Background: an optimization exercise with open tools, aiming at small area, a short achievable clock period and few clock cycles per item. Do not read the settings as production practice.
At most, simulation tests tie the RTL to the original design; equivalence was not proved.
No functional check of the RTL was part of runs 6 and 7.

==> flow/flow/run.sh <==
#!/bin/bash
# The standard layout (standard.sh), with changes to how it is made only:
#  - the ports are buffered with sky130_fd_sc_hd__buf_2 instead of the resizer's default pick;
#  - repair_timing aims for extra setup slack at the design's 10 ns clock.
# The SDC, the clock period and everything else are the standard flow's own.
bash standard.sh "BUFFER_PORTS_ARGS=-buffer_cell sky130_fd_sc_hd__buf_2" SETUP_SLACK_MARGIN=6.5 finish > standard.log 2>&1
==> flow/standard.sh <==
#!/bin/bash
# synth_recipe.tcl (not shown) runs the flow's synth.tcl, then flattens the netlist and writes it again
# the make line also repeats each setting of config.mk as NAME=value (left out here)
make -C /OpenROAD-flow-scripts/flow DESIGN_CONFIG=/design/flow/config.mk WORK_HOME=/design/flow/orfs CLKGATE_MAP_FILE= SYNTH_SCRIPT=/design/flow/synth_recipe.tcl "${@:-finish}"
==> flow/config.mk <==
export PLATFORM = sky130hd
export DESIGN_NAME = divisor_secuencial
export DESIGN_NICKNAME = divisor_secuencial
export VERILOG_FILES = /design/flow/design.v
export SDC_FILE = /design/flow/constraint.sdc
export NUM_CORES = 4
export LEC_CHECK = 0
export CAP_MARGIN = 20
export CORE_MARGIN = 2
export CORE_UTILIZATION = 40
export PLACE_DENSITY = 0.6
export SLEW_MARGIN = 20
==> flow/design.v <==
module divisor_secuencial #(
    parameter N = 32
) (
    input  logic             clk,
    input  logic             rst,
    input  logic             valid,
    input  logic [N-1:0]     A,
    input  logic [N-1:0]     B,
    output logic [N-1:0]     Q,
    output logic [N-1:0]     R,
    output logic             done,
    output logic             error
);
    logic [N-1:0] x_reg;     
    logic [N-1:0] d_reg;     
    logic [N-1:0] q_reg;     
    logic [4:0]   cnt;       
    logic         err_reg;
    logic s_align, s_step, s_done;
    logic idle;
    assign idle = !(s_align || s_step || s_done);
    function automatic logic [5:0] lzc32(input logic [31:0] v);
        logic [15:0] z1;  logic [15:0] c1;         
        logic [7:0]  z2;  logic [15:0] c2;         
        logic [3:0]  z3;  logic [11:0] c3;         
        logic [1:0]  z4;  logic [7:0]  c4;         
        for (int i = 0; i < 16; i++) begin
            z1[i] = !(v[2*i+1] || v[2*i]);
            c1[i] = !v[2*i+1];
        end
        for (int i = 0; i < 8; i++) begin
            z2[i] = z1[2*i+1] && z1[2*i];
            c2[2*i+:2] = z1[2*i+1] ? {1'b1, c1[2*i]} : {1'b0, c1[2*i+1]};
        end
        for (int i = 0; i < 4; i++) begin
            z3[i] = z2[2*i+1] && z2[2*i];
            c3[3*i+:3] = z2[2*i+1] ? {1'b1, c2[4*i+:2]} : {1'b0, c2[4*i+2+:2]};
        end
        for (int i = 0; i < 2; i++) begin
            z4[i] = z3[2*i+1] && z3[2*i];
            c4[4*i+:4] = z3[2*i+1] ? {1'b1, c3[6*i+:3]} : {1'b0, c3[6*i+3+:3]};
        end
        lzc32 = {z4[1] && z4[0], z4[1] ? {1'b1, c4[3:0]} : {1'b0, c4[7:4]}};
    endfunction
    logic [5:0] lz_a, lz_b;
    logic [4:0] shamt;
    always_ff @(posedge clk) begin
        lz_a <= lzc32(A);
        lz_b <= lzc32(B);
    end
    assign shamt = lz_b[4:0] - lz_a[4:0];
    logic [N:0]   diff;
    logic         ge;
    assign diff = {1'b0, x_reg} - {1'b0, d_reg};
    assign ge   = !diff[N];
    assign Q     = q_reg;
    assign R     = x_reg;
    assign done  = s_done;
    assign error = err_reg;
    always_ff @(posedge clk or posedge rst) begin
        if (rst) begin
            s_align <= 1'b0;
            s_step  <= 1'b0;
            s_done  <= 1'b0;
        end else begin
            s_align <= idle && valid;
            s_step  <= (s_align && ge && !lz_b[5]) || (s_step && cnt != '0);
            s_done  <= (s_align && (!ge || lz_b[5])) || (s_step && cnt == '0);
        end
    end
    always_ff @(posedge clk) begin
        if (idle)
            x_reg <= A;
        else if (s_step && ge)
            x_reg <= diff[N-1:0];
        if (idle)
            d_reg <= B;
        else if (s_align)
            d_reg <= d_reg << shamt;
        else
            d_reg <= d_reg >> 1;
        if (s_step)
            q_reg <= {q_reg[N-2:0], ge};
        else
            q_reg <= '0;
        if (s_align)
            cnt <= shamt;
        else
            cnt <= cnt - 1'b1;
        if (s_align)
            err_reg <= lz_b[5];
    end
endmodule
==> flow/constraint.sdc <==
create_clock -name core_clock -period 10.0 [get_ports {clk}]
set_input_delay 2.0000 -clock core_clock [delete_from_list [all_inputs] [get_ports {clk}]]
set_output_delay 2.0000 -clock core_clock [all_outputs]
set_load 0.01 [all_outputs]
==> results.toml, run 1 <==
[logic_synthesis]
synth_simple_gate_area_frac = 0.1895
synth_xor_area_frac = 0.03616
synth_edf_count = 35
ys.flop_type = "dfxtp_1"
synth_warnings = 1
synth_top_area_cell = "dfxtp_1"
synth_top_area_frac = 0.1896
synthesis.nets = 1075
synthMuxAreaShare = 0.1044
netlist_area_um2 = 8234
synthAdderAreaFrac = 0.06260
yosysUniqueCellTypes = 79
synth_top_cells_by_area = "dfxtp_1 19%, edfxtp_1 13%, mux2i_1 6.2%, ha_1 5.8%, a21oi_1 5.0%"
synth_top_family_by_area = "compound AO/OA/AOI/OAI gates"
synth.avg_cell_area_um2 = 8.506
async_flop_share = 0.02586
seq_area_frac_synth = 0.3264
netlist_instances = 968
synth_compound_area_frac = 0.2234
synth_seq_cells = 116

[clock_tree]
clock-root-buffer = "clkbuf_16"
cts_buffers = 17
cts.reportedPaths.clkPinSlew_ps = 60
clkSinkCount = 116
cts_tree = "yes"
clock_latency_ps = 430
ctsLongestPathBuffers = 2
htreeDepth = 4

[routing]
vias = 7773
drt-pass1-iter-count = 6
wire_per_inst_um = 19.30
wl_um = 26450
drtAntennaViolNets = 0
drtIter0Drc = 807
vias_per_cell = 5.674
drc = 0

[timing]
rsz0062_at_grt = "no"
fin_skew_ps = 8.351
final.period_utilization = 0.3384
finalCriticalPeriod_ps = 3384
tightest_slew_ps = 988.7
final-hold-violation-count = 0
clock.fmax_ghz = 0.2955
slew-limit-headroom = 0.3238
setup_violations = 0
fin_tns_setup_ps = 0
final_max_slew_viol_count = 0

[grt]
overflow = 0
grt_start_max_net_pins = 45
grt_pass1_vias = 7327
track_usage = 0.2418
grt_pass1_wl_um = 40750
antenna_found_initial = 1

[final_layout]
syn2layout_area_growth_pct = 18.16
design_area_um2 = 9729
final_cells = 1370
antenna_cells = 0
fin_nets = 1194
n_fill_cell = 2002
drive_above_1_share = 0.2073

[placement]
routabilityCongestion = 0.9224
place_area_um2 = 9084
post-dp-hpwl_um = 19830
portBuffers = 132
placed_cells_incl_taps = 1334

[floorplan]
pin_count = 133
die_w_um = 147.5
core_um2 = 20230
die_area_um2 = 21750
rows = 52
die_h_um = 147.5
start_util = 0.4069

[run_status]
status = "complete, no violations"

[worst_setup_path]
cp_top_family = "simple AND/OR/NAND/NOR gates"
critPathSlowestCell = "nor4_1"
critPathLaunchType = "input port"
required_ps = 10330
slowest_delay_ps = 720
arrival_ps = 3710
worst-path-max-fanout = 4
path_buf_inv = 1
endpoint_kind = "flip-flop"
path_cells = "buf_2 -> nor4_1 -> nand3_1 -> nor3_1 -> o21ai_0 -> o31ai_1"
critical_path_class = "input port to flip-flop"

[job]
max_cap_violations = 0

[min_path]
hp-class = "flip-flop to flip-flop"
-- Yosys cell counts, types with 4 or more instances --
master	number
o22ai_1	7
a21o_1	23
nand2b_1	11
nand4_1	4
o21bai_1	5
and2_1	32
or3_1	4
clkbuf_1	33
o21ai_0	80
mux2_2	5
edfxtp_1	35
nor2_1	86
nor2b_1	7
xor2_1	17
xnor2_1	17
o211ai_1	9
a211oi_1	18
and3_1	6
ha_1	38
o31ai_1	7
mux4_2	13
a21oi_1	82
nand2_1	87
clkbuf_8	5
nor3_1	28
nor4_1	9
inv_1	55
buf_2	4
o21a_1	9
a31oi_1	5
nand3b_1	4
nand3_1	24
mux2i_1	51
dfxtp_1	78
-- per-stage QoR --
stage                     hold WS, ps  utilization  setup WS [ps]
final                           451.5       0.4808           6616
after global routing            473.1       0.4808           6518
after global placement          434.0       0.4489           6040
after floorplan                 401.6            -           6705
after detailed placement        438.5       0.4489           6058
after CTS                       449.7       0.4790           6566
-- logic make-up (layout without fill, tap and decap cells) --
family	count (synthesis)	after routing
compound gates	285	285
xor+xnor	34	34
fa+ha+maj	40	40
buf+inv	104	233
flops	116	116
mux	69	69
simple gates	320	323
-- layout make-up --
class	instances	area (um^2)	area share
Sequential cell	116	2688	0.2762
Inverter	56	210.2	0.02160
Multi-Input combinational cell	751	5142	0.5285
Clock inverter	15	160.2	0.01646
Tap cell	270	337.8	0.03472
Timing Repair Buffer	145	765.7	0.07870
Clock buffer	17	425.4	0.04372
-- layer usage --
layer	global-route usage	up-vias	wire length [um]
li1	-	3765	-
met1	0.3328	3653	11740
met2	0.3869	300	12340
met3	0.03981	55	1605
met4	0.08365	0	755
met5	0	-	0
-- final timing paths --
check | from | to | slack, ps | depth (start not counted)
hold / removal | q_reg[23]$_SDFF_PN0_ | q_reg[24]$_SDFF_PN0_ | 450 | 1
max in group asynchronous | rst | s_align$_DFF_PP0_ | 8430 | 2
hold reg to reg | q_reg[23]$_SDFF_PN0_ | q_reg[24]$_SDFF_PN0_ | 450 | 1
min in group asynchronous | rst | s_step$_DFF_PP0_ | 1440 | 2
setup / recovery | B[23] | lz_b[0]$_DFF_P_ | 6620 | 6
setup reg to reg | x_reg[0]$_DFFE_PP_ | x_reg[31]$_DFFE_PP_ | 6690 | 11
-- placed cells by master (no fill, tap or decap), types with 4 or more instances in the layout --
cell	instances
mux2i_1	51
a211oi_1	18
nor2_1	84
nand4_1	4
buf_2	132
or3_1	4
or2_4	4
nor3_1	26
inv_1	55
nand2_1	87
a21oi_1	82
mux4_2	13
o31ai_1	7
o21ai_0	79
nor2b_1	7
nand3_1	24
ha_1	38
mux2_2	5
inv_6	9
a21o_1	23
nand3b_1	4
clkbuf_16	17
o211ai_1	9
o22ai_1	7
and2_1	32
o21a_1	9
edfxtp_1	35
and3_1	6
nand2b_1	11
xnor2_1	16
a31oi_1	5
o21bai_1	5
dfxtp_1	78
nor4_1	9
buf_4	12
xor2_1	16
-- repair_timing --
action | in CTS | in global routing
gates resized for setup | 5 | 7
cloned | 1 | 2
pin swaps | 0 | 5
endpoints found under the setup margin | 34 | 33
buffers inserted | 0 | 1
hold buffers | 0 | 0
Testbench counts, summed over its fixed seeds: cycles 32,125, items 3,600.
==> run 2, diff against run 1 <==
==> flow/flow/run.sh (replaced) <==
#!/bin/bash
# The standard layout (standard.sh), with changes to how it is made only:
#  - the ports are buffered with sky130_fd_sc_hd__buf_2 instead of the resizer's default pick;
#  - repair_timing aims for extra setup slack at the design's 10 ns clock.
# The SDC, the clock period and everything else are the standard flow's own.
bash standard.sh "BUFFER_PORTS_ARGS=-buffer_cell sky130_fd_sc_hd__buf_2" SETUP_SLACK_MARGIN=6.8 CTS_BUF_LIST=sky130_fd_sc_hd__clkbuf_8 finish > standard.log 2>&1
==> run 2 against run 1 <==
Flip-flop and latch count unchanged. Synthesized cell count unchanged. Global-route usage up 0.051 points. Sequential share of layout area about the same. Area after synthesis did not move. Fmax is 5.0% higher. Clock skew is 1.0 ps higher. First-iteration DRC count increased by 1.9%. Worst hold slack gained 3.6 ps. Via count is 0.68% higher. Wire length is 1.4% higher.
==> results.toml, run 2 <==
[clock_tree]
htreeDepth = 4
clkSinkCount = 116
ctsLongestPathBuffers = 2
ctsHoldBuffers = 0
clock_latency_ps = 450
clock-root-buffer = "clkbuf_8"
cts.reportedPaths.clkPinSlew_ps = 80
cts_buffers = 17
cts_tree = "yes"

[logic_synthesis]
netlist_area_um2 = 8234
synth_top_area_cell = "dfxtp_1"
netlist_instances = 968
synth_top_area_frac = 0.1896
yosys-top-cells-count = "87 x nand2_1, 86 x nor2_1, 82 x a21oi_1"
seq_area_frac_synth = 0.3264
synth_warnings = 1
synth_edf_count = 35
synth.avg_cell_area_um2 = 8.506
ys.flop_type = "dfxtp_1"
yosysUniqueCellTypes = 79
async_flop_share = 0.02586
synth_top_cells_by_area = "dfxtp_1 19%, edfxtp_1 13%, mux2i_1 6.2%, ha_1 5.8%, a21oi_1 5.0%"
synthesis.nets = 1075
yosysMostFrequentCell = "nand2_1"
synth_seq_cells = 116

[timing]
tightest_slew_ps = 833.1
fin_skew_ps = 9.377
fin_tns_setup_ps = 0
clock.fmax_ghz = 0.3104
final_max_slew_viol_count = 0
slew-limit-headroom = 0.4411
final-hold-violation-count = 0
final.period_utilization = 0.3222
rsz0062_at_grt = "yes"
setup_violations = 0
finalCriticalPeriod_ps = 3222

[routing]
drtIter0Drc = 822
drt-pass1-iter-count = 5
drtAntennaViolNets = 0
drc = 0
route.met3.wl_um = 1628
vias = 7826
wl_met1_um = 11910
met2WireLength_um = 12730
highest_layer = "met4"
wire_per_inst_um = 19.44
wl_um = 26810
vias_per_cell = 5.675

[floorplan]
die_h_um = 147.5
pin_count = 133
start_util = 0.4069
die_area_um2 = 21750
core_um2 = 20230
die_w_um = 147.5
rows = 52

[placement]
routabilityCongestion = 0.9347
portBuffers = 132
post-dp-hpwl_um = 19710
placed_cells_incl_taps = 1334

[final_layout]
syn2layout_area_growth_pct = 18.22
drive_above_1_share = 0.2227
antenna_cells = 0
final_common_cell = "buf_2"
fin_nets = 1203
final_cell_mix = "132 x buf_2, 87 x nand2_1, 83 x nor2_1"
post-route-util = 0.4811
final_cells = 1379

[job]
max_cap_violations = 0

[grt]
track_usage = 0.2423
overflow = 0
grt_start_max_net_pins = 45
grt_pass1_wl_um = 41180
antenna_found_initial = 0
grt_pass1_vias = 7511

[min_path]
hp-class = "flip-flop to flip-flop"

[worst_setup_path]
worst-path-max-fanout = 12
arrival_ps = 3390
required_ps = 10160
critPathLaunchType = "flip-flop"
endpoint_kind = "flip-flop"
critical_path_class = "flip-flop to flip-flop"

[run_status]
status = "complete, no violations"
[run 2: area by class of cell]
type | count | area (um^2)
Fill cell | 1966 | 10500
Multi-Input combinational cell | 750 | 5186
Sequential cell | 116 | 2689
Timing Repair Buffer | 155 | 897.1
Tap cell | 270 | 337.8
Clock buffer | 18 | 247.7
Inverter | 56 | 210.2
Clock inverter | 14 | 166.4
[run 2: per-layer routing]
layer  global-route usage  up-vias
met3              0.03765       37
met1               0.3307     3749
li1                     -     3758
met5                    0        -
met4              0.06875        0
met2               0.4000      282
[run 2: metrics by stage]
stage	cell area [um^2]	worst slack (ps)	hold WS [ps]
4_1_cts	9638	6809	452.2
2_1_floorplan	8247	6824	401.6
5_1_grt	9734	6723	480.1
3_3_place_gp	9096	6192	435.3
6_report	9734	6778	455.1
3_5_place_dp	9096	6230	440.4
[run 2: kinds of logic (layout without fill, tap and decap cells)]
kind of cell,count (synthesis),count (layout),synth area share
buffers and inverters,104,243,0.05759
AND/OR/NAND/NOR,320,322,0.1895
XOR/XNOR,34,34,0.03616
flip-flops,116,116,0.3264
AO/OA/AOI/OAI,285,285,0.2234
adder cells (fa/ha/maj),40,40,0.06261
multiplexers,69,69,0.1044
[run 2: path summary, 6_finish.rpt]
path | cells after the start | start | slack (ps) | endpoint
setup / recovery | 13 | x_reg[0]$_DFFE_PP_ | 6780 | x_reg[27]$_DFFE_PP_
hold / removal | 1 | q_reg[4]$_SDFF_PN0_ | 460 | q_reg[5]$_SDFF_PN0_
setup reg to reg | 13 | x_reg[0]$_DFFE_PP_ | 6780 | x_reg[27]$_DFFE_PP_
hold reg to reg | 1 | q_reg[4]$_SDFF_PN0_ | 460 | q_reg[5]$_SDFF_PN0_
max in group asynchronous | 2 | rst | 8470 | s_step$_DFF_PP0_
min in group asynchronous | 2 | rst | 1400 | s_align$_DFF_PP0_
[run 2: what timing repair did]
item | in CTS | in global routing
resized for setup | 13 | 9
buffers inserted | 7 | 2
cloned | 2 | 2
setup endpoints to repair | 37 | 39
pin swaps | 4 | 2
[run 2: critical path, stage by stage, from the launching register on]
cell	delay (ps)
edfxtp_1	360
inv_1	50
ha_2	190
fa_2	340
and2b_4	270
o2111ai_4	130
a211oi_4	330
o2111ai_4	160
o31ai_4	320
nor4b_4	90
nor3_2	220
buf_4	180
or2_4	140
buf_12	140
==> run 3, diff against run 2 <==
==> flow/flow/run.sh (replaced) <==
#!/bin/bash
set -e
here=$PWD
cat > my_synth.tcl <<EOT
proc abc {args} {
  set i [lsearch -exact \$args -script]
  if {\$i >= 0} { lset args [expr {\$i + 1}] $here/flow/area.abc }
  set j [lsearch -exact \$args -D]
  if {\$j >= 0} { lset args [expr {\$j + 1}] 2800 }
  yosys abc {*}\$args
}
source $here/synth_recipe.tcl
EOT
bash standard.sh SYNTH_SCRIPT=$here/my_synth.tcl "BUFFER_PORTS_ARGS=-buffer_cell sky130_fd_sc_hd__buf_2" SETUP_SLACK_MARGIN=6.8 finish > standard.log 2>&1
==> flow/flow/area.abc (new file) <==
&get -n
&st
&syn2
&dch
&nf -R 1000
&put
topo
dnsize -c
==> run 3 against run 2 <==
Critical path depth rose by 3. Cell count barely moved. Die area fell by 9.5%. Critical path type unchanged.
==> results.toml, run 3 <==
[run_status]
status = "complete, no violations"

[worst_setup_path]
critical_path_class = "flip-flop to flip-flop"
required_ps = 10150
critPathLaunchType = "flip-flop"
slowest_delay_ps = 360
path_cells = "clkinv_2 -> ha_4 -> fa_2 -> nand3b_1 -> nand2_2 -> a41oi_2 -> or3_1 -> o211ai_1 -> nor3b_4 -> or2_1 -> and3_4 -> a31oi_4 -> o21ai_4 -> buf_12 -> buf_12 -> buf_16"
crit_start = "x_reg[0]$_DFFE_PP_"
r2r-start = "x_reg[0]$_DFFE_PP_"
arrival_ps = 3570
endpoint_kind = "flip-flop"
critPathSlowestCell = "edfxtp_1"
worst-path-max-fanout = 5
cp_common_cell = "buf_12"

[logic_synthesis]
synth_edf_count = 35
synth_top_area_frac = 0.2101
yosys-top-cells-count = "164 x nor2_1, 111 x a21oi_1, 110 x nand2_1"
ys.flop_type = "dfxtp_1"
synth_top_cells_by_area = "dfxtp_1 21%, edfxtp_1 14%, nor2_1 8.3%, a21oi_1 7.5%, ha_1 6.4%"
yosysMostFrequentCell = "nor2_1"
yosysUniqueCellTypes = 48
synth_top_area_cell = "dfxtp_1"
async_flop_share = 0.02586
synth.avg_cell_area_um2 = 7.899
synth_warnings = 1
synthesis.nets = 1048
netlist_area_um2 = 7433
seq_area_frac_synth = 0.3616
netlist_instances = 941
synth_seq_cells = 116

[clock_tree]
ctsLongestPathBuffers = 2
clock_latency_ps = 430
cts_buffers = 17
clock-root-buffer = "clkbuf_16"
ctsHoldBuffers = 0
htreeDepth = 4
cts.reportedPaths.clkPinSlew_ps = 60
clkSinkCount = 116
cts_tree = "yes"

[final_layout]
final_common_cell = "nor2_1"
design_area_um2 = 9823
post-route-util = 0.5431
final_cell_mix = "163 x nor2_1, 130 x buf_2, 108 x nand2_1"
antenna_cells = 0
drive_above_1_share = 0.2167
fin_nets = 1243
syn2layout_area_growth_pct = 32.15
final_cells = 1378

[grt]
antenna_found_initial = 0
grt_pass1_wl_um = 40610
overflow = 0
grt_pass1_vias = 7499
grt_start_max_net_pins = 92
track_usage = 0.2642

[placement]
placed_cells_incl_taps = 1313
post-dp-hpwl_um = 19150
place_area_um2 = 8582
pre_cts_ws_ps = 5868
routabilityCongestion = 0.9927
portBuffers = 132

[timing]
fin_skew_ps = 10.43
finalCriticalPeriod_ps = 3415
setup_violations = 0
slew-limit-headroom = 0.3757
fin_tns_setup_ps = 0
tightest_slew_ps = 936.5
final_max_slew_viol_count = 0
final-hold-violation-count = 0
hold_ws_ps = 451.8
rsz0062_at_grt = "yes"
final.period_utilization = 0.3415
fin_ws_ps = 6585
clock.fmax_ghz = 0.2929

[floorplan]
start_util = 0.4110
core_um2 = 18090
pin_count = 133
die_area_um2 = 19690
die_h_um = 140.3
die_w_um = 140.3
rows = 49

[min_path]
hp-class = "flip-flop to flip-flop"
hp-start = "q_reg[20]$_SDFF_PN0_"

[routing]
drc = 0
wl_um = 25980
drt-pass1-iter-count = 6
vias_per_cell = 5.653
vias = 7790
wire_per_inst_um = 18.85
drtAntennaViolNets = 0
drtIter0Drc = 629

[job]
max_cap_violations = 0
==> run 3: changes by cell type in the layout (fill, tap and decap cells not counted), sizes merged, moves of 21 or more <==
cell	before	now
a21oi	83	111
a21o	26	5
nor2	86	164
clkinv	5	55
nand2	87	110
buf	153	174
mux2i	51	30
inv	62	3
==> run 3: area by class of cell <==
type / count / area (um^2)
fillers: 1770 / 8263
multi-input cells: 776 / 4837
flip-flops and latches: 116 / 2688
repair buffers: 176 / 1189
clock buffers: 21 / 503.0
well taps: 229 / 286.5
inverters: 49 / 185.2
clock inverters: 11 / 135.1
==> run 3: per-layer routing <==
layer / track usage / routed length, um / up-vias
li1: - / - / 3823
met3: 0.04103 / 1466 / 56
met5: 0 / 0 / -
met2: 0.4221 / 11890 / 271
met4: 0.1233 / 823 / 0
met1: 0.3520 / 11790 / 3640
==> run 3: critical path: cells and delay by family (launching register included) <==
kind	cells	cell delay [ps]
flip-flops	1	360
buffers and inverters	4	450
adder cells (fa/ha/maj)	2	490
AO/OA/AOI/OAI	4	590
AND/OR/NAND/NOR	6	1220
==> run 3: path summary, 6_finish.rpt <==
check / cells past startpoint / end / slack, ps
min in group asynchronous: 2 / s_align$_DFF_PP0_ / 1420
hold reg to reg: 1 / q_reg[21]$_SDFF_PN0_ / 450
max in group asynchronous: 2 / s_step$_DFF_PP0_ / 8470
hold / removal: 1 / q_reg[21]$_SDFF_PN0_ / 450
setup reg to reg: 16 / x_reg[6]$_DFFE_PP_ / 6590
setup / recovery: 16 / x_reg[6]$_DFFE_PP_ / 6590
==> run 3: kinds of logic (layout without fill, tap and decap cells) <==
| kind of cell | count (synthesis) | after routing | share of synthesized area |
|---|---|---|---|
| xor gates and xnor gates | 39 | 39 | 0.04595 |
| AOI/OAI and AO/OA | 287 | 287 | 0.2299 |
| adders and majority gates | 40 | 40 | 0.06935 |
| buffers and inverters | 49 | 257 | 0.02474 |
| and+or+nand+nor | 377 | 377 | 0.2220 |
| muxes | 33 | 33 | 0.04646 |
| DFF | 116 | 116 | 0.3616 |
==> run 3: timing repair <==
action                                 4_1_cts  5_1_grt
setup endpoints to repair                   51       58
pin swaps                                    6       14
resized for setup                           19       34
gates cloned                                 3        2
buffers inserted                            17       11
endpoints found under the hold margin        0        0
==> run 4, diff against run 3 <==
--- a/flow/flow/run.sh
+++ b/flow/flow/run.sh
@@ -12,3 +12,3 @@
 source $here/synth_recipe.tcl
 EOT
-bash standard.sh SYNTH_SCRIPT=$here/my_synth.tcl "BUFFER_PORTS_ARGS=-buffer_cell sky130_fd_sc_hd__buf_2" SETUP_SLACK_MARGIN=6.8 finish > standard.log 2>&1
+bash standard.sh SYNTH_SCRIPT=$here/my_synth.tcl "BUFFER_PORTS_ARGS=-buffer_cell sky130_fd_sc_hd__buf_2" SETUP_SLACK_MARGIN=6.8 CTS_BUF_LIST=sky130_fd_sc_hd__clkbuf_8 finish > standard.log 2>&1
==> run 4 against run 3 <==
Synthesized cell count stayed put. Flip-flop and latch count stayed put. Sequential share of layout area is 0.54 points higher. Core utilization is 1.0 points lower. Cell count hardly changed. Worst hold slack better by 5.4 ps. Critical path depth stayed put. Area after synthesis stayed put. Highest routed layer unchanged. Global-route usage is 0.12 points lower. Final area is 1.9% lower. Largest cell class unchanged.
==> results.toml, run 4 <==
[run_status]
status = "complete, no violations"

[worst_setup_path]
required_ps = 10190
r2r-start = "x_reg[0]$_DFFE_PP_"
worst-path-max-fanout = 5
crit_start = "x_reg[0]$_DFFE_PP_"
r2r_slack_ps = 6600
critPathLaunchType = "flip-flop"
path_buf_inv = 4
arrival_ps = 3590
slowest_delay_ps = 370
r2r_end = "x_reg[4]$_DFFE_PP_"
path_depth = 16
critPathSlowestCell = "edfxtp_1"
path_cells = "clkinv_2 -> ha_4 -> fa_2 -> nand3b_1 -> nand2_2 -> a41oi_2 -> or3_1 -> o211ai_1 -> nor3b_2 -> or2_1 -> and3_4 -> a31oi_4 -> o21ai_4 -> buf_12 -> buf_12 -> buf_16"
endpoint_kind = "flip-flop"
cp_top_family = "simple AND/OR/NAND/NOR gates"
endpoint = "x_reg[4]$_DFFE_PP_"
reg2reg_depth = 16
cp_common_cell = "buf_12"
critical_path_class = "flip-flop to flip-flop"

[timing]
final.period_utilization = 0.3400
tightest_slew_ps = 938.6
slew-limit-headroom = 0.3743
fin_tns_setup_ps = 0
final-hold-violation-count = 0
final_max_slew_viol_count = 0
hold_ws_ps = 457.2
setup_violations = 0
clock.fmax_ghz = 0.2941
fin_ws_ps = 6600
fin_skew_ps = 13.75
rsz0062_at_grt = "yes"
finalCriticalPeriod_ps = 3400

[logic_synthesis]
yosysMostFrequentCell = "nor2_1"
yosys-top-cells-count = "164 x nor2_1, 111 x a21oi_1, 110 x nand2_1"
seq_area_frac_synth = 0.3616
synth_edf_count = 35
synth_warnings = 1
synth_top_area_cell = "dfxtp_1"
synth_top_cells_by_area = "dfxtp_1 21%, edfxtp_1 14%, nor2_1 8.3%, a21oi_1 7.5%, ha_1 6.4%"
synth_seq_cells = 116
synth_top_area_frac = 0.2101
synthesis.nets = 1048
yosysUniqueCellTypes = 48
netlist_instances = 941
synth.avg_cell_area_um2 = 7.899
ys.flop_type = "dfxtp_1"
netlist_area_um2 = 7433
async_flop_share = 0.02586

[routing]
wl_met1_um = 11520
vias_per_cell = 5.624
met2WireLength_um = 11600
highest_layer = "met4"
drt-pass1-iter-count = 5
wl_um = 25760
drtAntennaViolNets = 0
wire_per_inst_um = 18.71
drc = 0
vias = 7744
drtIter0Drc = 572
route.met3.wl_um = 1689

[clock_tree]
cts_tree = "yes"
clkSinkCount = 116
cts_buffers = 17
ctsLongestPathBuffers = 2
clock-root-buffer = "clkbuf_8"
clock_latency_ps = 460
htreeDepth = 4
cts.reportedPaths.clkPinSlew_ps = 80

[min_path]
hp-class = "flip-flop to flip-flop"

[floorplan]
core_um2 = 18090
die_area_um2 = 19690
die_h_um = 140.3
pin_count = 133
rows = 49
die_w_um = 140.3
start_util = 0.4110

[placement]
portBuffers = 132
post-dp-hpwl_um = 19150
routabilityCongestion = 0.9927
pre_cts_ws_ps = 5868

[final_layout]
drive_above_1_share = 0.2169
antenna_cells = 0
fin_nets = 1242
syn2layout_area_growth_pct = 29.61
final_cell_mix = "163 x nor2_1, 130 x buf_2, 109 x nand2_1"
final_common_cell = "nor2_1"

[grt]
antenna_found_initial = 0
grt_start_max_net_pins = 92
grt_pass1_wl_um = 40300
overflow = 0
track_usage = 0.2631
grt_pass1_vias = 7439

[job]
max_cap_violations = 0
-- run 4: changes by cell type in the layout (fill, tap and decap cells not counted), moves of 2 or more --
cell | previous run | this run
nor3b_2 | 0 | 2
clkbuf_16 | 21 | 2
bufinv_16 | 2 | 4
clkbuf_8 | 2 | 19
-- run 4: worst min-delay path by stage --
| stage | start | endpoint | slack [ps] | cells past startpoint |
|---|---|---|---|---|
| 3_5_place_dp | q_reg[20]$_SDFF_PN0_ | q_reg[21]$_SDFF_PN0_ | 440 | 1 |
| 3_3_place_gp | q_reg[6]$_SDFF_PN0_ | q_reg[7]$_SDFF_PN0_ | 440 | 1 |
| 5_1_grt | q_reg[20]$_SDFF_PN0_ | q_reg[21]$_SDFF_PN0_ | 480 | 1 |
| 2_1_floorplan | lz_b[5]$_DFF_P_ | err_reg$_DFFE_PP_ | 410 | 0 |
| 6_report | q_reg[8]$_SDFF_PN0_ | q_reg[9]$_SDFF_PN0_ | 460 | 1 |
| 4_1_cts | q_reg[8]$_SDFF_PN0_ | q_reg[9]$_SDFF_PN0_ | 460 | 1 |
-- run 4: timing repair --
item	CTS	global route
pin swaps	6	14
cloned	3	2
gates resized for setup	19	33
setup buffers	17	10
endpoints found under the setup margin	52	57
endpoints found under the hold margin	0	0
hold buffers	0	0
-- run 4: cell families (layout without fill, tap and decap cells) --
family                     after synthesis  after routing  share of synthesized area
adders and majority gates               40             40                    0.06935
muxes                                   33             33                    0.04646
and+or+nand+nor                        377            377                     0.2220
buffers and inverters                   49            256                    0.02474
DFF                                    116            116                     0.3616
xor gates and xnor gates                39             39                    0.04595
AOI/OAI and AO/OA                      287            287                     0.2299
-- run 4: final cells by class --
type | count | area (um^2)
fill | 1802 | 8452
clock inverter | 13 | 195.2
inverter | 49 | 185.2
clock buffer | 19 | 261.5
tap | 229 | 286.5
multi-input combinational | 776 | 4837
timing repair buffer | 175 | 1181
sequential | 116 | 2688
-- run 4: stage by stage --
stage / instance area [um^2] / cells / utilization
CTS: 9398 / 1365 / 0.5196
global placement: 8554 / 1312 / 0.4730
global route: 9634 / 1377 / 0.5327
detailed placement: 8582 / 1313 / 0.4745
finish: 9634 / 1377 / 0.5327
floorplan: 7503 / 941 / -
-- run 4: per-layer routing --
layer,up-vias,global-route usage
li1,3817,-
met1,3562,0.3526
met2,305,0.4198
met3,60,0.04205
met4,0,0.1164
met5,-,0
==> run 5, diff against run 4 <==
--- a/flow/design.v
+++ b/flow/design.v
@@ -17,7 +17,7 @@
     logic [4:0]   cnt;       
     logic         err_reg;
-    logic s_align, s_step, s_done;
+    logic s_align1, s_align2, s_step, s_done;
     logic idle;
-    assign idle = !(s_align || s_step || s_done);
+    assign idle = !(s_align1 || s_align2 || s_step || s_done);
     function automatic logic [5:0] lzc32(input logic [31:0] v);
         logic [15:0] z1;  logic [15:0] c1;         
@@ -43,11 +43,7 @@
         lzc32 = {z4[1] && z4[0], z4[1] ? {1'b1, c4[3:0]} : {1'b0, c4[7:4]}};
     endfunction
-    logic [5:0] lz_a, lz_b;
-    logic [4:0] shamt;
-    always_ff @(posedge clk) begin
-        lz_a <= lzc32(A);
-        lz_b <= lzc32(B);
-    end
-    assign shamt = lz_b[4:0] - lz_a[4:0];
+    logic [5:0] lz_x, lz_d;
+    assign lz_x = lzc32(x_reg);
+    assign lz_d = lzc32(d_reg);
     logic [N:0]   diff;
     logic         ge;
@@ -60,11 +56,13 @@
     always_ff @(posedge clk or posedge rst) begin
         if (rst) begin
-            s_align <= 1'b0;
-            s_step  <= 1'b0;
-            s_done  <= 1'b0;
+            s_align1 <= 1'b0;
+            s_align2 <= 1'b0;
+            s_step   <= 1'b0;
+            s_done   <= 1'b0;
         end else begin
-            s_align <= idle && valid;
-            s_step  <= (s_align && ge && !lz_b[5]) || (s_step && cnt != '0);
-            s_done  <= (s_align && (!ge || lz_b[5])) || (s_step && cnt == '0);
+            s_align1 <= idle && valid;
+            s_align2 <= s_align1 && ge && !lz_d[5];
+            s_step   <= s_align2 || (s_step && cnt != '0);
+            s_done   <= (s_align1 && (!ge || lz_d[5])) || (s_step && cnt == '0);
         end
     end
@@ -76,7 +74,7 @@
         if (idle)
             d_reg <= B;
-        else if (s_align)
-            d_reg <= d_reg << shamt;
-        else
+        else if (s_align2)
+            d_reg <= d_reg << cnt;
+        else if (!s_align1)
             d_reg <= d_reg >> 1;
         if (s_step)
@@ -84,10 +82,10 @@
         else
             q_reg <= '0;
-        if (s_align)
-            cnt <= shamt;
-        else
+        if (s_align1)
+            cnt <= lz_d[4:0] - lz_x[4:0];
+        else if (s_step)
             cnt <= cnt - 1'b1;
-        if (s_align)
-            err_reg <= lz_b[5];
+        if (s_align1)
+            err_reg <= lz_d[5];
     end
 endmodule
==> flow/run.sh (new file) <==
#!/bin/bash
# synth_recipe.tcl (not shown) runs the flow's synth.tcl, then flattens the netlist and writes it again
# the make line also repeats each setting of config.mk as NAME=value (left out here)
make -C /OpenROAD-flow-scripts/flow DESIGN_CONFIG=/design/flow/config.mk WORK_HOME=/design/flow/orfs CLKGATE_MAP_FILE= SYNTH_SCRIPT=/design/flow/synth_recipe.tcl finish
removed: flow/flow/run.sh
removed: flow/flow/area.abc
removed: flow/standard.sh
==> run 5 against run 4 <==
Cell count fell by 4.8%. Wire length fell by 5.7%. Worst hold slack improved by 3.1 ps. Sequential share of layout area rose by 0.73 points. Critical path type unchanged. First-iteration DRC count rose by 25%. Worst setup slack got worse by 230 ps. Critical path depth fell by 3. Highest routed layer unchanged.
==> results.toml, run 5 <==
[clock_tree]
clock-root-buffer = "clkbuf_16"
clock_latency_ps = 370
post_cts_resize_count = 0
ctsHoldBuffers = 0
cts_tree = "yes"
ctsLongestPathBuffers = 2
post_cts_buffers = 0
htreeDepth = 3
cts_buffers = 9
clkSinkCount = 106
cts.reportedPaths.clkPinSlew_ps = 80

[worst_setup_path]
critPathLaunchType = "flip-flop"
worst-path-max-fanout = 5
required_ps = 10100
critical_path_class = "flip-flop to flip-flop"
reg2reg_depth = 13
endpoint_kind = "flip-flop"
arrival_ps = 3730

[routing]
drtIter0Drc = 714
highest_layer = "met4"
drtAntennaViolNets = 0
drc = 0
met2WireLength_um = 11430
wl_um = 24290
wl_met1_um = 10840
vias_per_cell = 5.642
drt-pass1-iter-count = 5
vias = 7397
route.met3.wl_um = 1565
wire_per_inst_um = 18.53

[logic_synthesis]
yosysUniqueCellTypes = 65
synthesis.nets = 1047
synth_edf_count = 70
yosys-top-cells-count = "118 x nor2_1, 95 x nand2_1, 87 x a21oi_1"
synthAdderAreaFrac = 0.06198
synth_top_family_by_area = "compound AO/OA/AOI/OAI gates"
yosysMostFrequentCell = "nor2_1"
synth.avg_cell_area_um2 = 8.624
synth_compound_area_frac = 0.2114
netlist_area_um2 = 8115
synth_simple_gate_area_frac = 0.1838
async_flop_share = 0.03774
synth_xor_area_frac = 0.03669
ys.flop_type = "edfxtp_1"
synth_seq_cells = 106
synth_top_area_cell = "edfxtp_1"
synth_warnings = 1
synthMuxAreaShare = 0.1011
netlist_instances = 941
synth_top_area_frac = 0.2590
synth_top_cells_by_area = "edfxtp_1 26%, dfxtp_1 7.9%, mux4_2 5.8%, ha_1 5.7%, nor2_1 5.5%"
seq_area_frac_synth = 0.3503

[floorplan]
rows = 52
pin_count = 133
start_util = 0.4050
die_h_um = 146.4
die_w_um = 146.4
die_area_um2 = 21440
core_um2 = 20040

[timing]
fin_tns_setup_ps = 0
final_max_slew_viol_count = 0
rsz0062_at_grt = "no"
setup_violations = 0
hold_ws_ps = 460.3
final.period_utilization = 0.3634
final-hold-violation-count = 0
clock.fmax_ghz = 0.2752
slew-limit-headroom = 0.4714
fin_skew_ps = 10.92
tightest_slew_ps = 792.9
finalCriticalPeriod_ps = 3634

[min_path]
hp-class = "flip-flop to flip-flop"
whs_path_depth = 1

[job]
max_cap_violations = 0

[final_layout]
n_fill_cell = 1985
final_cell_mix = "132 x clkdlybuf4s50_1, 118 x nor2_1, 95 x nand2_1"
drive_above_1_share = 0.06148
fin_nets = 1142
antenna_cells = 0
final_common_cell = "clkdlybuf4s50_1"
syn2layout_area_growth_pct = 22.37

[grt]
track_usage = 0.2260
overflow = 0
antenna_found_initial = 0
grt_pass1_vias = 7080
grt_pass1_wl_um = 38670
grt_start_max_net_pins = 68

[run_status]
status = "complete, no violations"

[placement]
post-dp-hpwl_um = 18100
portBuffers = 132
routabilityCongestion = 0.9063
[run 5: cell families (layout without fill, tap and decap cells)]
logic type	Yosys count	in the layout
xor+xnor	34	34
buf+inv	110	210
flops	106	106
mux	55	55
compound gates	270	270
simple gates	327	327
fa+ha+maj	39	39
[run 5: final timing paths]
kind,start,end,slack (ps)
max in group asynchronous,rst,s_align1$_DFF_PP0_,8030
worst max-delay path,x_reg[10]$_DFFE_PP_,cnt[4]$_DFFE_PP_,6370
worst min register to register,q_reg[8]$_SDFF_PN0_,q_reg[9]$_SDFF_PN0_,460
min in group asynchronous,rst,s_step$_DFF_PP0_,1820
worst min-delay path,q_reg[8]$_SDFF_PN0_,q_reg[9]$_SDFF_PN0_,460
worst max register to register,x_reg[10]$_DFFE_PP_,cnt[4]$_DFFE_PP_,6370
[run 5: per-stage QoR]
| step | utilization | instance area (um^2) | instances | worst slack (ps) |
|---|---|---|---|---|
| after floorplan | - | 8115 | 941 | 6576 |
| final | 0.4956 | 9931 | 1311 | 6366 |
| after global routing | 0.4956 | 9931 | 1311 | 6100 |
| after global placement | 0.4798 | 9614 | 1295 | 6461 |
| after detailed placement | 0.4798 | 9614 | 1295 | 6367 |
| after CTS | 0.4956 | 9931 | 1311 | 6351 |
[run 5: per-layer routing]
layer | up-vias | GRT usage
met1 | 3455 | 0.3118
met2 | 295 | 0.3679
met3 | 39 | 0.03875
met5 | - | 0
met4 | 0 | 0.06262
li1 | 3608 | -
[run 5: critical path, cell delays in order (launching register included)]
cell and delay (ps):
edfxtp_1 450, or4_1 630, nor3_1 170, o21ai_0 150, a311o_1 330, a211oi_1 240, ha_1 180, inv_1 60
fa_1 390, a21o_1 190, a21oi_1 160, xor2_1 180, xnor2_1 140, a21oi_1 80
[run 5: final cells by class]
cell class | count | area (um^2) | area share
repair buffers | 144 | 1411 | 0.1421
well taps | 270 | 337.8 | 0.03402
flip-flops and latches | 106 | 2843 | 0.2863
clock inverters | 7 | 91.34 | 0.009197
clock buffers | 9 | 225.2 | 0.02268
inverters | 50 | 187.7 | 0.01890
multi-input cells | 725 | 4835 | 0.4868
Testbench counts of run 5, summed over its fixed seeds: cycles 33,940, items 3,600.
==> run 6, diff against run 5 <==
--- a/flow/design.v
+++ b/flow/design.v
@@ -17,7 +17,7 @@
     logic [4:0]   cnt;       
     logic         err_reg;
-    logic s_align1, s_align2, s_step, s_done;
+    logic s_align, s_step, s_done;
     logic idle;
-    assign idle = !(s_align1 || s_align2 || s_step || s_done);
+    assign idle = !(s_align || s_step || s_done);
     function automatic logic [5:0] lzc32(input logic [31:0] v);
         logic [15:0] z1;  logic [15:0] c1;         
@@ -43,7 +43,36 @@
         lzc32 = {z4[1] && z4[0], z4[1] ? {1'b1, c4[3:0]} : {1'b0, c4[7:4]}};
     endfunction
-    logic [5:0] lz_x, lz_d;
-    assign lz_x = lzc32(x_reg);
-    assign lz_d = lzc32(d_reg);
+    logic [5:0] lz_a, lz_b;
+    logic [4:0] shamt;
+    always_ff @(posedge clk) begin
+        lz_a <= lzc32(A);
+        lz_b <= lzc32(B);
+    end
+    assign shamt = lz_b[4:0] - lz_a[4:0];
+    logic [N-1:0] d_shift;
+    always_comb begin
+        logic [N-1:0] t;
+        logic [4:0]   s;
+        s = s_align ? shamt : 5'd0;
+        if (!s_align)
+            t = d_reg >> 1;
+        else if (s[0])
+            t = d_reg << 1;
+        else
+            t = d_reg;
+        if (s[1]) t = t << 2;
+        if (s[2]) t = t << 4;
+        if (s[3]) t = t << 8;
+        if (s[4]) t = t << 16;
+        d_shift = t;
+    end
+    logic [N-1:0] b_above;       
+    logic         a_short;
+    always_comb begin
+        b_above[N-1] = 1'b0;
+        for (int i = N - 2; i >= 0; i--)
+            b_above[i] = b_above[i+1] || B[i+1];
+    end
+    assign a_short = !(|(A & ~b_above)) && (b_above[0] || B[0]);
     logic [N:0]   diff;
     logic         ge;
@@ -56,13 +85,12 @@
     always_ff @(posedge clk or posedge rst) begin
         if (rst) begin
-            s_align1 <= 1'b0;
-            s_align2 <= 1'b0;
-            s_step   <= 1'b0;
-            s_done   <= 1'b0;
+            s_align <= 1'b0;
+            s_step  <= 1'b0;
+            s_done  <= 1'b0;
         end else begin
-            s_align1 <= idle && valid;
-            s_align2 <= s_align1 && ge && !lz_d[5];
-            s_step   <= s_align2 || (s_step && cnt != '0);
-            s_done   <= (s_align1 && (!ge || lz_d[5])) || (s_step && cnt == '0);
+            s_align <= idle && valid && !a_short;
+            s_step  <= (s_align && ge && !lz_b[5]) || (s_step && cnt != '0);
+            s_done  <= (idle && valid && a_short) || (s_align && (!ge || lz_b[5])) ||
+                       (s_step && cnt == '0);
         end
     end
@@ -74,18 +102,15 @@
         if (idle)
             d_reg <= B;
-        else if (s_align2)
-            d_reg <= d_reg << cnt;
-        else if (!s_align1)
-            d_reg <= d_reg >> 1;
+        else
+            d_reg <= d_shift;
         if (s_step)
             q_reg <= {q_reg[N-2:0], ge};
         else
             q_reg <= '0;
-        if (s_align1)
-            cnt <= lz_d[4:0] - lz_x[4:0];
-        else if (s_step)
+        if (s_align)
+            cnt <= shamt;
+        else
             cnt <= cnt - 1'b1;
-        if (s_align1)
-            err_reg <= lz_d[5];
+        err_reg <= !idle && lz_b[5];
     end
 endmodule
==> flow/flow/run.sh (new file) <==
#!/bin/bash
# The standard layout (standard.sh), with changes to how it is made only:
#  - the ports are buffered with sky130_fd_sc_hd__buf_2 instead of the resizer's default pick;
#  - The clock tree is built from sky130_fd_sc_hd__clkbuf_8.
#  - repair_timing aims for extra setup slack at the design's 10 ns clock.
# The SDC, the clock period and everything else are the standard flow's own.
bash standard.sh "BUFFER_PORTS_ARGS=-buffer_cell sky130_fd_sc_hd__buf_2" SETUP_SLACK_MARGIN=6.8 CTS_BUF_LIST=sky130_fd_sc_hd__clkbuf_8 finish > standard.log 2>&1
==> flow/standard.sh (new file) <==
#!/bin/bash
# synth_recipe.tcl (not shown) runs the flow's synth.tcl, then flattens the netlist and writes it again
# the make line also repeats each setting of config.mk as NAME=value (left out here)
make -C /OpenROAD-flow-scripts/flow DESIGN_CONFIG=/design/flow/config.mk WORK_HOME=/design/flow/orfs CLKGATE_MAP_FILE= SYNTH_SCRIPT=/design/flow/synth_recipe.tcl "${@:-finish}"
removed: flow/run.sh
==> run 6 against run 5 <==
Final area up 0.16%. Core utilization down 0.40 points. Area after synthesis up 1.4%. Non-clock buffer count up 17. First-iteration DRC count down 3.6%. Still clean. Critical path type is now input port to flip-flop. Worst setup slack better by 270 ps. Critical endpoint is now s_done$_DFF_PP0_.
==> results.toml, run 6 <==
[run_status]
status = "complete, no violations"

[worst_setup_path]
worst-path-max-fanout = 6
r2r-start = "x_reg[0]$_DFFE_PP_"
required_ps = 10340
endpoint_kind = "flip-flop"
critical_path_class = "input port to flip-flop"
critPathLaunchType = "input port"
arrival_ps = 3700
crit_start = "B[29]"

[timing]
clock.fmax_ghz = 0.2975
final.period_utilization = 0.3362
setup_violations = 0
hold_ws_ps = 458.1
finalCriticalPeriod_ps = 3362
fin_tns_setup_ps = 0
rsz0062_at_grt = "yes"
slew-limit-headroom = 0.4093
fin_skew_ps = 21.43
final_max_slew_viol_count = 0
final-hold-violation-count = 0
tightest_slew_ps = 886.1
fin_ws_ps = 6638

[floorplan]
pin_count = 133
die_h_um = 147.5
rows = 52
die_area_um2 = 21740
die_w_um = 147.5
start_util = 0.4068
core_um2 = 20230

[logic_synthesis]
seq_area_frac_synth = 0.3253
synthesis.nets = 1124
ys.flop_type = "dfxtp_1"
yosysMostFrequentCell = "a21oi_1"
synth_edf_count = 34
async_flop_share = 0.02586
synth_top_area_cell = "dfxtp_1"
netlist_instances = 1017
synth_top_cells_by_area = "dfxtp_1 19%, edfxtp_1 12%, a21oi_1 6.7%, ha_1 5.8%, mux2i_1 5.7%"
yosysUniqueCellTypes = 73
synth_seq_cells = 116
synth_warnings = 1
netlist_area_um2 = 8232
synth_top_area_frac = 0.1921
yosys-top-cells-count = "110 x a21oi_1, 102 x nor2_1, 79 x dfxtp_1"
synth.avg_cell_area_um2 = 8.094

[routing]
wire_per_inst_um = 21.55
drt-pass1-iter-count = 6
drtAntennaViolNets = 0
vias = 8284
vias_per_cell = 5.789
drc = 0
wl_um = 30840
drtIter0Drc = 688

[grt]
gr-usage-met2 = 0.4318
grt-busiest-layer = "met2"
grt_start_max_net_pins = 64
antenna_found_initial = 0
grt_pass1_vias = 7631
met3_usage = 0.05247
track_usage = 0.2774
overflow = 0
met1_usage = 0.3773
grt_pass1_wl_um = 45600

[clock_tree]
cts_buffers = 17
clock-root-buffer = "clkbuf_8"
htreeDepth = 4
cts.reportedPaths.clkPinSlew_ps = 80
cts_tree = "yes"
clkSinkCount = 116
ctsHoldBuffers = 0
clock_latency_ps = 470
ctsLongestPathBuffers = 2

[final_layout]
final_cell_mix = "131 x buf_2, 105 x a21oi_1, 101 x nor2_1"
syn2layout_area_growth_pct = 20.84
post-route-util = 0.4916
final_common_cell = "buf_2"
seqCellArea_um2 = 2683
fin_nets = 1253
n_fill_cell = 2072
multi_input_area_um2 = 5254
drive_above_1_share = 0.2355

[placement]
portBuffers = 132
post-dp-hpwl_um = 22890
routabilityCongestion = 0.9553
pre_cts_ws_ps = 5881

[min_path]
hp-class = "flip-flop to flip-flop"
hp-start = "q_reg[14]$_SDFF_PN0_"

[job]
max_cap_violations = 0
[run 6: logic make-up after synthesis]
group / Yosys count / synth area share
AOI/OAI and AO/OA: 317 / 0.2434
xor gates and xnor gates: 25 / 0.02660
adders and majority gates: 40 / 0.06262
buffers and inverters: 129 / 0.06673
DFF: 116 / 0.3253
muxes: 69 / 0.08725
and+or+nand+nor: 321 / 0.1882
[run 6: layer usage]
layer / wire length, um / up-vias / part of all wire
met5: 0 / - / 0
met4: 1282 / 0 / 0.042
met3: 2343 / 64 / 0.076
met2: 13650 / 391 / 0.44
met1: 13560 / 3890 / 0.44
li1: - / 3939 / -
[run 6: stage by stage]
stage,std cells,cell area [um^2]
floorplan,1017,8288
global route,1429,9942
CTS,1422,9756
global placement,1379,9121
finish,1431,9947
detailed placement,1379,9121
[run 6: repair_timing]
action | 4_1_cts | 5_1_grt
buffers inserted | 9 | 6
pin swaps | 6 | 8
cloned | 2 | 1
resized for setup | 32 | 31
setup endpoints to repair | 51 | 42
[run 6: worst paths after layout]
| path | end | depth (start not counted) | slack [ps] |
|---|---|---|---|
| worst max-delay path | s_done$_DFF_PP0_ | 9 | 6640 |
| worst min-delay path | q_reg[15]$_SDFF_PN0_ | 1 | 460 |
| worst max register to register | x_reg[0]$_DFFE_PP_ | 13 | 6800 |
| worst min register to register | q_reg[15]$_SDFF_PN0_ | 1 | 460 |
| max in group asynchronous | s_align$_DFF_PP0_ | 2 | 8440 |
| min in group asynchronous | s_done$_DFF_PP0_ | 2 | 1400 |
[run 6: critical path, cell delays in order]
cell and delay, ps:
buf_6 110, nor4_4 290, and3_4 220, and3_4 190, o211ai_1 100, a21oi_2 210
a211oi_4 80, a21o_1 190, o41a_1 300
[run 6: final cells by class]
type / count / area share
Multi-Input combinational cell: 772 / 0.5282
Sequential cell: 116 / 0.2697
Timing Repair Buffer: 161 / 0.09610
Tap cell: 270 / 0.03396
Inverter: 78 / 0.02981
Clock buffer: 17 / 0.02352
Clock inverter: 15 / 0.01824
Antenna cell: 2 / 0.0005031
==> run 7, diff against run 6 <==
==> flow/flow/run.sh (replaced) <==
#!/bin/bash
# The standard layout (standard.sh), with changes to how it is made only:
#  - the ports are buffered with sky130_fd_sc_hd__buf_2 instead of the resizer's default pick;
#  - The clock tree is built from sky130_fd_sc_hd__clkbuf_8.
#  - repair_timing aims for extra setup slack at the design's 10 ns clock.
#  - denser floorplan and placement.
# The SDC, the clock period and everything else are the standard flow's own.
bash standard.sh "BUFFER_PORTS_ARGS=-buffer_cell sky130_fd_sc_hd__buf_2" SETUP_SLACK_MARGIN=6.8 CTS_BUF_LIST=sky130_fd_sc_hd__clkbuf_8 CORE_UTILIZATION=55 PLACE_DENSITY=0.7 finish > standard.log 2>&1
==> run 7 against run 6 <==
Still clean. Flip-flop and latch count unchanged. First-iteration DRC count increased by 45%. Worst hold slack got worse by 4.2 ps. Core utilization increased by 19 points. Critical path depth decreased by 2. Fmax decreased by 0.67%. Count of clock-buffer cells in the layout increased by 1. Sequential share of layout area increased by 0.16 points. Clock skew decreased by 5.7 ps. Critical endpoint unchanged.
==> results.toml, run 7 <==
[run_status]
status = "complete, no violations"

[worst_setup_path]
slowest_delay_ps = 570
r2r-start = "d_reg[6]$_DFF_P_"
critical_path_class = "input port to flip-flop"
r2r_end = "x_reg[22]$_DFFE_PP_"
worst-path-max-fanout = 5
critPathSlowestCell = "nor4_1"
cp_top_family = "compound AO/OA/AOI/OAI gates"
r2r_slack_ps = 6870
arrival_ps = 3720
path_cells = "buf_2 -> nor4_1 -> o211ai_1 -> a21oi_2 -> a211oi_2 -> a21o_1 -> o41a_1"
reg2reg_depth = 12
endpoint_kind = "flip-flop"
required_ps = 10340
path_buf_inv = 1
critPathLaunchType = "input port"

[grt]
grt_start_max_net_pins = 64
overflow = 0
grt_pass1_wl_um = 41040
antenna_found_initial = 2
grt_pass1_vias = 7593
track_usage = 0.3302

[final_layout]
n_fill_cell = 1286
final_cell_mix = "131 x buf_2, 104 x a21oi_1, 101 x nor2_1"
syn2layout_area_growth_pct = 20.00
drive_above_1_share = 0.2332
final_common_cell = "buf_2"
fin_nets = 1256

[routing]
vias = 8352
drtAntennaViolNets = 0
wire_per_inst_um = 20.14
drc = 0
wl_um = 27130
drtIter0Drc = 997
drt-pass1-iter-count = 5
vias_per_cell = 6.200

[floorplan]
die_h_um = 126.3
core_um2 = 14590
pin_count = 133
die_w_um = 126.3
die_area_um2 = 15960
rows = 44
start_util = 0.5642

[timing]
tightest_slew_ps = 869.8
setup_violations = 0
final.period_utilization = 0.3384
fin_skew_ps = 15.74
finalCriticalPeriod_ps = 3384
rsz0062_at_grt = "yes"
slew-limit-headroom = 0.4201
final-hold-violation-count = 0
clock.fmax_ghz = 0.2955
fin_tns_setup_ps = 0
final_max_slew_viol_count = 0

[clock_tree]
cts_tree = "yes"
ctsHoldBuffers = 0
ctsLongestPathBuffers = 2
clock-root-buffer = "clkbuf_8"
htreeDepth = 4
clkSinkCount = 116
clock_latency_ps = 470
cts_buffers = 17
cts.reportedPaths.clkPinSlew_ps = 70

[logic_synthesis]
yosysMostFrequentCell = "a21oi_1"
synth_top_area_cell = "dfxtp_1"
synthesis.nets = 1124
seq_area_frac_synth = 0.3253
synth.avg_cell_area_um2 = 8.094
synth_edf_count = 34
async_flop_share = 0.02586
yosys-top-cells-count = "110 x a21oi_1, 102 x nor2_1, 79 x dfxtp_1"
netlist_instances = 1017
netlist_area_um2 = 8232
synth_top_cells_by_area = "dfxtp_1 19%, edfxtp_1 12%, a21oi_1 6.7%, ha_1 5.8%, mux2i_1 5.7%"
synth_top_area_frac = 0.1921
synth_seq_cells = 116
yosysUniqueCellTypes = 73
ys.flop_type = "dfxtp_1"
synth_warnings = 1

[job]
max_cap_violations = 0

[min_path]
hp-class = "flip-flop to flip-flop"
hold_end = "q_reg[18]$_SDFF_PN0_"
hp-start = "q_reg[17]$_SDFF_PN0_"
whs_path_depth = 1

[placement]
post-dp-hpwl_um = 19370
routabilityCongestion = 1.004
portBuffers = 132
-- run 7: logic make-up (layout without fill, tap and decap cells) --
group,count (synthesis),after routing,share of synthesized area
AO/OA/AOI/OAI,317,317,0.2434
AND/OR/NAND/NOR,321,321,0.1882
buffers and inverters,129,274,0.06673
adder cells (fa/ha/maj),40,40,0.06262
other,0,1,0
multiplexers,69,69,0.08725
XOR/XNOR,25,25,0.02660
flip-flops,116,116,0.3253
-- run 7: worst max path at each step --
stage | from | to | cells past startpoint
detailed placement | B[23] | s_done$_DFF_PP0_ | 8
floorplan | x_reg[0]$_DFFE_PP_ | x_reg[0]$_DFFE_PP_ | 11
global placement | B[23] | s_done$_DFF_PP0_ | 8
CTS | B[31] | s_done$_DFF_PP0_ | 9
finish | B[15] | s_done$_DFF_PP0_ | 7
global route | B[29] | s_done$_DFF_PP0_ | 9
-- run 7: layout make-up --
cell class,count,area [um^2],area share
Multi-Input combinational cell,772,5251,0.5316
Sequential cell,116,2680,0.2713
Timing Repair Buffer,164,983.4,0.09956
Inverter,78,296.5,0.03002
Clock buffer,18,247.7,0.02508
Tap cell,184,230.2,0.02331
Clock inverter,14,186.4,0.01887
Antenna cell,1,2.502,0.0002533
-- run 7: timing repair --
action | in CTS | in global routing
pin swaps | 6 | 12
endpoints found under the hold margin | 0 | 0
setup endpoints to repair | 47 | 46
buffers inserted | 6 | 14
gates resized for setup | 25 | 32
gates cloned | 2 | 1
-- run 7: metal layers --
| metal | wire [um] | share of wire | vias to the layer above | GRT usage |
|---|---|---|---|---|
| met5 | 13 | 0.00048 | - | 0 |
| met4 | 1248 | 0.046 | 2 | 0.1474 |
| met3 | 2450 | 0.090 | 87 | 0.07001 |
| met2 | 12520 | 0.46 | 471 | 0.5464 |
| met1 | 10900 | 0.40 | 3853 | 0.4155 |
| li1 | - | - | 3939 | - |
-- run 7: metrics by stage --
step / hold WS [ps] / instances / setup WS (ps) / util / area (um^2)
6_report: 453.9 / 1347 / 6616 / 0.6771 / 9878
5_1_grt: 472.3 / 1346 / 6567 / 0.6769 / 9876
4_1_cts: 458.8 / 1331 / 6691 / 0.6597 / 9624
3_5_place_dp: 438.4 / 1291 / 5779 / 0.6168 / 8999
3_3_place_gp: 438.8 / 1291 / 5894 / 0.6168 / 8999
2_1_floorplan: 435.0 / 1017 / 5873 / - / 8288

port drivers added, routing unchanged:
How much do the figures lean on ideal ports? The routed layouts below were timed once more, with nothing changed but the port constraints. Step 1, drivers: a clkbuf_16 drives clk and a buf_2 each remaining input, both assumed. Step 2 moves the port delays by t, midway between the first and last clock arrival at a register: inputs arrive t later, outputs are due t later. That takes back most of the time a late clock gives input paths. a / b / c = ideal ports / drivers / drivers and shift; a / b = the first two.
run | t (ns) | slack for setup (ns) | worst setup path at the end | pins driven straight from the clock port
run 1 | 0.466 | 6.616 / 6.638 / 6.172 | input to register | 1
run 2 | 0.479 | 6.778 / 6.778 / 6.427 | input to register | 1
run 3 | 0.472 | 6.585 / 6.585 / 6.393 | input to register | 1
run 4 | 0.496 | 6.600 / 6.600 / 6.380 | input to register | 1
run 5 | 0.404 | 6.366 / 6.366 / 6.366 | register to register | 1
run 6 | 0.497 | 6.638 / 6.648 / 6.151 | input to register | 1
run 7 | 0.494 | 6.616 / 6.617 / 6.123 | input to register | 1
After both steps setup and hold are still met in every run listed. The setup slack of run 7, which loses most, moves by +0.001 ns with the drivers and by -0.493 ns with both steps.
